This design comes from an exercise in tuning for small area on the open sky130 flow, not from production work.
In this exercise RTL edits were held to simulation tests only and were not proved equivalent to the original.
Power is estimated from default activity; no workload was simulated.

rev 12:
==> flow/design.v (excerpt) <==
module uart_top(
    input           clk       ,
    input           rst_n     ,
    output  [13:0]  rom_addr  ,       
    input   [7:0]   rom_data  ,       
    output          uart_txd  ,
    output          led
    );
    reg  [3:0]  cyc;      
    reg  [3:0]  slot;     
    reg  [14:0] b;        
    reg  [10:0] acc;      
    reg         s1, s2;   
    wire done = ~b[14] & (&b[13:2]) & b[0];
    wire win  = ~slot[3];            
    wire [4:0]  tc;
    wire [4:0]  ts;
    wire [15:0] tb;
    wire [3:0]  nc, ns;
    wire [14:0] nb;
    assign tc[0] = 1'b1;
    assign ts[0] = tc[4];
    assign tb[0] = ts[4] & ~done;
    genvar i;
    generate for (i = 0; i < 4; i = i + 1) begin : g_cnt
        assign nc[i]   = cyc[i] ^ tc[i];
        assign tc[i+1] = cyc[i] & tc[i];
        assign ns[i]   = slot[i] ^ ts[i];
        assign ts[i+1] = slot[i] & ts[i];
    end endgenerate
    generate for (i = 0; i < 15; i = i + 1) begin : g_b
        assign nb[i]   = b[i] ^ tb[i];
        assign tb[i+1] = b[i] & tb[i];
    end endgenerate
    always @(posedge clk or negedge rst_n) begin
        if (!rst_n) begin
            cyc  <= 4'd0;
            slot <= 4'd4;
            b    <= 15'h7ffd;
        end
        else begin
            cyc  <= nc;
            slot <= {ns[3], ns[2] | ts[4], ns[1:0]};
            b    <= nb;
        end
    end
    wire [2:0] k  = cyc[3:1];
    wire [1:0] u  = {k[1] & k[0], k[1] ^ k[0]};
    wire [1:0] lo = slot[0] ? {~k[2], 1'b0} : u;
    wire [1:0] hi = slot[0] ? u : {k[2], 1'b0};
    wire [13:0] ob = {5'd0, hi, 5'd0, lo};
    wire [14:0] ac;
    wire [13:0] adr;
    assign ac[0] = 1'b0;
    generate for (i = 0; i < 14; i = i + 1) begin : g_adr
        assign adr[i]  = b[i] ^ ob[i] ^ ac[i];
        assign ac[i+1] = (b[i] & ob[i]) | (ac[i] & (b[i] ^ ob[i]));
    end endgenerate
    wire valid = b[14] ? ac[2] : ~ac[14];
    assign rom_addr = adr;
    wire add   = win & cyc[0] & valid;
    wire start = win & (cyc == 4'd0);
    wire clr   = start & ~(slot[1] & slot[0]);
    wire flip  = slot[1] & (slot[0] ? s2 : s1);   
    wire sub   = k[2] ^ flip;
    wire [7:0]  op   = rom_data & {8{add}};
  ...
export LEC_CHECK = 0
export CAP_MARGIN = 20
export CORE_MARGIN = 2
export CORE_UTILIZATION = 40
export GPL_TIMING_DRIVEN = 0
export SLEW_MARGIN = 20
create_clock -name core_clock -period 10.0 [get_ports {clk}]
standard.sh (not shown) runs the stock make flow with config.mk's settings and CLKGATE_MAP_FILE= SYNTH_SCRIPT=/design/flow/synth_recipe.tcl, a recipe that flattens the netlist after the stock synthesis.
==> flow/flow/run.sh <==
#!/bin/bash
# Own layout flow: the standard flow (standard.sh) with
#  - synthesis by the standard flow's own script (synth_recipe.tcl), with one change:
#    ABC maps the combinational logic with an area-oriented script
#    (area.abc) instead of the delay-oriented one (synth_area.tcl).
#    Registers are untouched by ABC, so they are the standard synthesis's.
#  - port buffers of the smallest buffer cell (buf_1) instead of the
#    resizer's default choice,
#  - a clock tree of clkbuf_4 cells without dummy load cells,
#  - every combinational cell set to its smallest drive strength after
#    synthesis (downsize.tcl, run at the end of floorplan); the later
#    repair steps upsize where timing or slew needs it.
# The make output goes to flow.log here; each ORFS step keeps its own log
# under orfs/logs/.
set -euo pipefail
HERE=$(cd "$(dirname "${BASH_SOURCE[0]}")" && pwd)
WORK=$(pwd)
export FLOW_SYNTH_TCL="$WORK/synth_recipe.tcl"
export FLOW_AREA_ABC="$HERE/area.abc"
export BUFFER_PORTS_ARGS="-buffer_cell sky130_fd_sc_hd__buf_1"
export CTS_ARGS="-sink_clustering_enable -repair_clock_nets -dont_use_dummy_load -buf_list sky130_fd_sc_hd__clkbuf_4 -root_buf sky130_fd_sc_hd__clkbuf_4"
export POST_FLOORPLAN_TCL="$HERE/downsize.tcl"
bash standard.sh SYNTH_SCRIPT="$HERE/synth_area.tcl" "${@:-finish}" > flow.log 2>&1
Other scripts of this flow, unchanged in this note and not shown: flow/flow/area.abc, flow/flow/downsize.tcl, flow/flow/synth_area.tcl
[inputs] rev 13 vs rev 12
Settings: a deleted GPL_TIMING_DRIVEN that had been 0.
## What came out
Compared to rev 12, the routing of rev 13 uses more wire. Sequential share of the synthesized area: rev 13 vs rev 12 identical. A slowest library cell on the worst path of nor3_1 is what rev 12 shows, while dfrtp_1 belongs to rev 13. Between rev 13 and rev 12, the share of synthesized flip-flops with an asynchronous set or reset figures differ only marginally. Rev 13 against rev 12: hold slack lower, fraction of standard cell area that is sequential lost 0.24 points. From rev 12 to rev 13 the numbers moved as follows: sum of internal, switching and leakage power about even; share of the clock period used by the worst path after layout fell 6.8 points; detailed-route via count fell about 0.33%; clock edge transition at the registers on the reported setup and hold paths about even.

-- port drivers added, routing unchanged --
Ports are ideal in the flow. The routed layouts listed here were re-timed in OpenROAD.
Step 1 assumes that a clkbuf_16 drives the clock port and a buf_2 every other input.
Step 2 moves the port delays by t, midway between the first and last clock arrival at a register: inputs arrive t later, outputs are due t later. That takes back most of the time a late clock gives input paths.
a / b / c = ideal ports / drivers / drivers and shift; a / b = the first two.
run | shift t [ns] | slack for setup (ns) | worst setup path at the end | latest minus earliest clock arrival (ns) | pins driven straight from the clock port
rev 12 | 0.347 | 0.901 / 0.901 / 0.901 | register to register | 0.021 / 0.021 | 1
rev 13 | 0.344 | 1.576 / 1.576 / 1.576 | register to register | 0.018 / 0.018 | 1
After both steps every run listed still meets setup and hold.
